Source: an optimization exercise on an open RTL-to-GDS flow (aim: small area and a short achievable clock period). Production flows keep margins and buffers that such runs may drop.
Only simulation tests tie the RTL to the original design; equivalence was not proved.
Power is estimated from default activity; no workload was simulated.

==> design/flow/config.mk <==
export PLATFORM = sky130hd
export DESIGN_NAME = single_cycle_cpu_interrupt
export DESIGN_NICKNAME = single_cycle_cpu_interrupt
export VERILOG_FILES = /design/flow/design.v
export SDC_FILE = /design/flow/constraint.sdc
export NUM_CORES = 4
export LEC_CHECK = 0
export CAP_MARGIN = 20
export CORE_MARGIN = 2
export CORE_UTILIZATION = 35
export SETUP_SLACK_MARGIN = 0.3
export SLEW_MARGIN = 20
==> design/flow/run.sh <==
#!/bin/bash
# synth_recipe.tcl (not shown) runs the flow's synth.tcl, then flattens the netlist and writes it again
# the make line also repeats each setting of config.mk as NAME=value (left out here)
make -C /OpenROAD-flow-scripts/flow DESIGN_CONFIG=/design/flow/config.mk WORK_HOME=/design/flow/orfs CLKGATE_MAP_FILE= SYNTH_SCRIPT=/design/flow/synth_recipe.tcl finish
==> design/flow/constraint.sdc <==
create_clock -name core_clock -period 12.5 [get_ports {clock}]
set_input_delay 2.5000 -clock core_clock [delete_from_list [all_inputs] [get_ports {clock}]]
set_output_delay 2.5000 -clock core_clock [all_outputs]
set_load 0.01 [all_outputs]
==> design/flow/design.v <==
`timescale 1ns / 1ps
module single_cycle_cpu_interrupt (clock, resetn, inst, d_f_mem, pc, m_addr, d_t_mem, wmem, rmem,intr0, intr1);
    input  clock, resetn;   
    input  [31:0] inst;     
    input  [31:0] d_f_mem;  
    output [31:0] pc;       
    output [31:0] m_addr;   
    output [31:0] d_t_mem;  
    output wmem;
    output rmem;
    input  intr0;           
    input  intr1;           
    wire [05:00] opcode = inst[31:26];
    wire [04:00] rs     = inst[25:21];
    wire [04:00] rt     = inst[20:16];
    wire [04:00] rd     = inst[15:11];
    wire [04:00] sa     = inst[10:06];
    wire [05:00] func   = inst[05:00];
    wire [15:00] imm    = inst[15:00];
    wire [25:00] addr   = inst[25:00];
    wire         sign   = inst[15];
    wire i_add  = (opcode == 6'h00) & (func == 6'h20);
    wire i_sub  = (opcode == 6'h00) & (func == 6'h22);
    wire i_and  = (opcode == 6'h00) & (func == 6'h24);
    wire i_or   = (opcode == 6'h00) & (func == 6'h25);
    wire i_xor  = (opcode == 6'h00) & (func == 6'h26);
    wire i_slt  = (opcode == 6'h00) & (func == 6'h2a);
    wire i_sll  = (opcode == 6'h00) & (func == 6'h00);
    wire i_srl  = (opcode == 6'h00) & (func == 6'h02);
    wire i_sra  = (opcode == 6'h00) & (func == 6'h03);
    wire i_sllv = (opcode == 6'h00) & (func == 6'h04);
    wire i_srlv = (opcode == 6'h00) & (func == 6'h06);
    wire i_srav = (opcode == 6'h00) & (func == 6'h07);    
    wire i_jr   = (opcode == 6'h00) & (func == 6'h08);    
    wire i_addi = (opcode == 6'h08);
    wire i_andi = (opcode == 6'h0c);
    wire i_ori  = (opcode == 6'h0d);
    wire i_xori = (opcode == 6'h0e);
    wire i_slti = (opcode == 6'h0a);
    wire i_lw   = (opcode == 6'h23);
    wire i_sw   = (opcode == 6'h2b);
    wire i_beq  = (opcode == 6'h04);
    wire i_bne  = (opcode == 6'h05);
    wire i_lui  = (opcode == 6'h0f);
    wire i_j    = (opcode == 6'h02);
    wire i_jal  = (opcode == 6'h03);
    wire i_eret = (opcode == 6'h10) & inst[25] & (func == 6'h18);  
    reg wreg, wmem, rmem;
    reg [31:0] ALU_out;
    reg [4:0]  dest_rn;
    reg [31:0] next_pc;
    reg [31:0] pc, epc;
    reg ie;
    always @ (posedge clock or negedge resetn) begin
        if (!resetn) begin 
            pc  <= 32'h00;
            epc <= 32'h00;
            ie  <= 1'b1;                  
        end else if (i_eret) begin
            pc  <= epc;                   
            ie  <= 1'b1;                  
        end else if (intr0 && ie) begin
            epc <= next_pc;               
            pc  <= 32'h08;                
            ie  <= 1'b0;                  
        end else if (intr1 && ie) begin
            epc <= next_pc;               
            pc  <= 32'h10;                
            ie  <= 1'b0;                  
        end else pc  <= next_pc;
    end
    wire [31:0] data_2_rf = i_lw ? d_f_mem : ALU_out;
    reg  [31:0] regfile [1:31];
    wire [31:0] a = (rs==0) ? 0 : regfile[rs];
    wire [31:0] b = (rt==0) ? 0 : regfile[rt];
    always @ (posedge clock) begin
        if (wreg && (dest_rn != 0)) begin
            regfile[dest_rn] <= data_2_rf;
        end
    end
    wire [31:0] pc_plus_4 = pc + 4;
    assign d_t_mem =   b;
    assign m_addr  =   ALU_out;
    always @(*) begin
        ALU_out = 0;
        dest_rn = rd;
        wreg    = 0;
        wmem    = 0;
        rmem    = 0;
        next_pc = pc_plus_4;
        case (1'b1)
            i_add: begin  
                ALU_out = a + b;
                wreg    = 1; end
            i_sub: begin  
                ALU_out = a - b;
                wreg    = 1; end
            i_and: begin  
                ALU_out = a & b;
                wreg    = 1; end
            i_or: begin  
                ALU_out = a | b;
                wreg    = 1; end
            i_xor: begin  
                ALU_out = a ^ b;
                wreg    = 1; end
            i_slt: begin  
                ALU_out = a < b;
                wreg    = 1; end            
            i_sll: begin  
                ALU_out = b << sa;
                wreg    = 1; end
            i_srl: begin  
                ALU_out = b >> sa;
                wreg    = 1; end
            i_sra: begin  
                ALU_out = $signed(b) >>> sa;
                wreg    = 1; end
            i_sllv: begin  
                ALU_out = b << a;
                wreg    = 1; end
            i_srlv: begin  
                ALU_out = b >> a;
                wreg    = 1; end
            i_srav: begin  
                ALU_out = $signed(b) >>> a;
                wreg    = 1; end
            i_jr: begin  
                next_pc = a; end
            i_addi: begin  
                ALU_out = a + {{16{sign}},imm};
                dest_rn = rt;
                wreg    = 1; end         
            i_andi: begin  
                ALU_out = a & {16'h0,imm};
                dest_rn = rt;
                wreg    = 1; end
            i_ori: begin  
                ALU_out = a | {16'h0,imm};
                dest_rn = rt;
                wreg    = 1; end
            i_xori: begin  
                ALU_out = a ^ {16'h0,imm};
                dest_rn = rt;
                wreg    = 1; end
            i_slti: begin  
                ALU_out = a < {16'h0,imm};
                dest_rn = rt;
                wreg    = 1; end                
            i_lw: begin  
                ALU_out = a + {{16{sign}},imm};
                dest_rn = rt;
                rmem    = 1;
                wreg    = 1; end
            i_sw: begin  
                ALU_out = a + {{16{sign}},imm};
                wmem    = 1; end
            i_beq: begin  
                if (a == b) 
                  next_pc = pc_plus_4 + {{14{sign}},imm,2'b00}; end
            i_bne: begin  
                if (a != b) 
                  next_pc = pc_plus_4 + {{14{sign}},imm,2'b00}; end
            i_lui: begin  
                ALU_out = {imm,16'h0};
                dest_rn = rt;
                wreg    = 1; end
            i_j: begin  
                next_pc = {pc_plus_4[31:28],addr,2'b00}; end
            i_jal: begin  
                ALU_out = pc_plus_4;
                wreg    = 1;
                dest_rn = 5'd31;
                next_pc = {pc_plus_4[31:28],addr,2'b00}; end
            default: ;
        endcase
    end
endmodule
==> reports/qor.yml <==
status: "no timing/DRC/antenna violations"
crit_type: "input pin to output port"
tightestPinTransition_ns: 1.25
critical_path.max_fanout: 20
grtUsageMet3_pct: 6.50
via_per_inst: 6.63
numPortBuffers: 165
use_met1_pct: 42.6
regArea_um2: 31400
hold_viol: 0
layout_commonest_cell: "edfxtp_1"
routabilityCongestion: 1.06
num_vias: 59700
clk_latency_ns: 0.78
ys.flop_type: "edfxtp_1"
die_y_um: 450
synth.distinct_cells: 119
grt_antenna_before_repair: 26
grt_pass1_vias: 56600
track_usage_pct: 33.3
swShare_pct: 34.7
hold_path.class: "register to register"
stdcell_count: 9000
mostFrequentLayoutCells: "edfxtp_1, mux2i_1, buf_4"
setup_tns_ns: 0
drive_gt1_share_pct: 20.7
finish.utilization_pct: 40.8
grt_overflow: 0
fill_cells: 18900
cts_sinks: 1057
power.internal_uw: 7280
ys_seq_area_share_pct: 45.1
startpoint_type: "input pin"
async_flop_share_pct: 6.15
hpwlAfterDp_mm: 250
clockPowerShare_pct: 31.6
rows: 163
multi_input_area_um2: 35800
htree_num_levels: 3
syn_area_um2: 69600
grt_pass1_wl_mm: 473
p_leak_uw: 0.0293
fin_worst_skew_ns: 0.0670
wl_per_cell_um: 38.8
die_area_um2: 202000
root_buffer: "clkbuf_16"
numCtsBuffers: 114
core_area_um2: 197000
synth_area_leader_cell: "edfxtp_1"
pwr-share-seq_pct: 36.9
drt-initial-drc-count: 8670
cap_violations: 0
max_freq_mhz: 82.9
met2_usage_pct: 51.5
dr.pass1.iters: 9
fin_crit_sh_pct: 96.5
yosysTopAreaCellShare_pct: 42.8
synthTopCellsByArea: "edfxtp_1, mux4_2, mux2i_1"
min_period_ns: 12.06
finalNetCount: 6527
power.switching_uw: 3860
io_pins: 166
cts_buffer_depth: 3
drtAntennaViolNets: 0
drcViolationCount: 0
slew_violations: 0
cp_data_required_time_ns: 10.00
busiest_layer: "met2"
power_density_nw_per_um2: 138
synthCells: 5952
wirelength_mm: 349
die_x_um: 450
design_area_um2: 80500
cp.arrival_ns: 9.56
cp-end-kind: "output port"
grt_max_degree: 76
syn_avg_cell_area_um2: 11.7
rsz0062_at_grt: "false"
cts_tree: "yes"
placed_cells: 8770
yosys_warnings: 1
slew-limit-headroom_pct: 16.7
ir_worst_vdd_mv: 0.125
setup_violations: 0
ys_ff_latch: 1057
clk_pin_slew_ns: 0.06
areaGrowthSynthToFinish_pct: 15.6
combPwrFrac_pct: 31.4
dpl_cell_area_um2: 76400
synth_edf_count: 992
syn_nets: 6231
initial_utilization_pct: 35.3
metrics by stage:
stage | hold WS (ns) | setup WS, ns | power [µW]
2_1_floorplan | 0.444 | 1.72 | 6090
5_1_grt | 0.493 | 0.292 | 11500
6_report | 0.474 | 0.439 | 11100
3_3_place_gp | 0.455 | 0.311 | 7580
4_1_cts | 0.472 | 0.357 | 11100
3_5_place_dp | 0.458 | 0.415 | 7570
state kept, by name, indices dropped and copies added, names as in the netlist:
signal	count
pc	32
ie	1
epc	32
regfile	992
final timing paths:
check,from,to,slack (ns),cells after the start
max in group asynchronous,resetn,epc[27],9.99,2
worst max-delay path,inst[18],m_addr[31],0.44,27
min in group asynchronous,resetn,epc[19],1.96,2
worst max register to register,regfile[31][2],regfile[2][31],5.16,24
worst min register to register,epc[24],pc[24],0.47,2
worst min-delay path,epc[24],pc[24],0.47,2
cell families after synthesis:
kind of cell / synth area share [%]
flops: 45.1
xor+xnor: 1.21
fa+ha+maj: 3.84
simple gates: 9.03
mux: 20.3
compound gates: 16.2
buf+inv: 4.30
synthesized netlist by cell type, drive strengths merged (115+ instances only):
cell    count
o22ai     122
nand3     119
mux4      357
a22oi     124
nor2      453
nand2     423
a21oi     352
o21ai     308
ha        207
inv       146
clkbuf    241
buf       224
a211oi    123
mux2i     478
edfxtp    992
mux2      115
metal layers:
layer,vias to the layer above,share of wire (%),wire length [µm]
met5,-,0.027,93
met4,14,7.9,27500
met3,889,9.7,34000
met2,4102,45,156000
met1,30500,38,132000
li1,24200,-,-
worst max-delay path, stage by stage:
cell and delay, ns:
buf_4 0.35, or3b_2 0.54, buf_4 0.27, o22ai_1 0.14, o21ai_0 0.17, a21oi_4 0.39, buf_4 0.21, inv_1 0.24
ha_1 0.40, buf_4 0.16, inv_1 0.07, o221ai_1 0.25, a2bb2oi_1 0.12, buf_4 0.17, a2111oi_0 0.54, buf_4 0.22
nor3_1 0.07, o31ai_1 0.35, buf_4 0.18, o41ai_1 0.11, o22a_1 0.30, a21oi_1 0.18, o21bai_1 0.11, a2bb2oi_1 0.16
a311oi_1 0.27, a31o_1 0.40, clkdlybuf4s50_1 0.62
power by group through the flow:
stage	combinational [µW]	clock (µW)	sequential (µW)
2_1_floorplan	1910	0	4180
3_3_place_gp	3390	0	4190
3_5_place_dp	3390	0	4190
4_1_cts	3400	3560	4110
5_1_grt	3650	3690	4120
6_report	3500	3520	4110
what timing repair did:
action | in CTS | in global routing
hold buffers | 0 | 0
buffers inserted | 0 | 2
endpoints found under the setup margin | 0 | 10
endpoints found under the hold margin | 0 | 0
gates resized for setup | 0 | 12
final cells by class:
type	count	area share [%]
Antenna cell	12	0.0373
Clock buffer	135	3.70
Clock inverter	81	1.18
Inverter	153	0.714
Multi-Input combinational cell	4277	44.5
Sequential cell	1057	39.0
Tap cell	2640	4.10
Timing Repair Buffer	645	6.72

what the ideal ports hide:
No port has a modelled driver above. Below, the same layout with a new extraction and two added sets of constraints.
Step 1, drivers: a clkbuf_16 drives clock and a buf_2 each remaining input, both assumed.
Step 2 times the ports against the registers' clock, not the clock port: input delays grow and output delays shrink by t, the midpoint of the rising clock arrivals with the driver on.
a / b / c = ideal / step 1 / step 2; a / b = the first two.
shift t [ns]: 0.837
setup WS [ns]: 0.439 / 0.408 / 0.408
worst data-port slew with drivers (ns): 0.06
After both steps setup and hold are still met in this run. For this run, drivers alone change the setup slack by -0.031 ns; drivers and shift together by -0.031 ns.
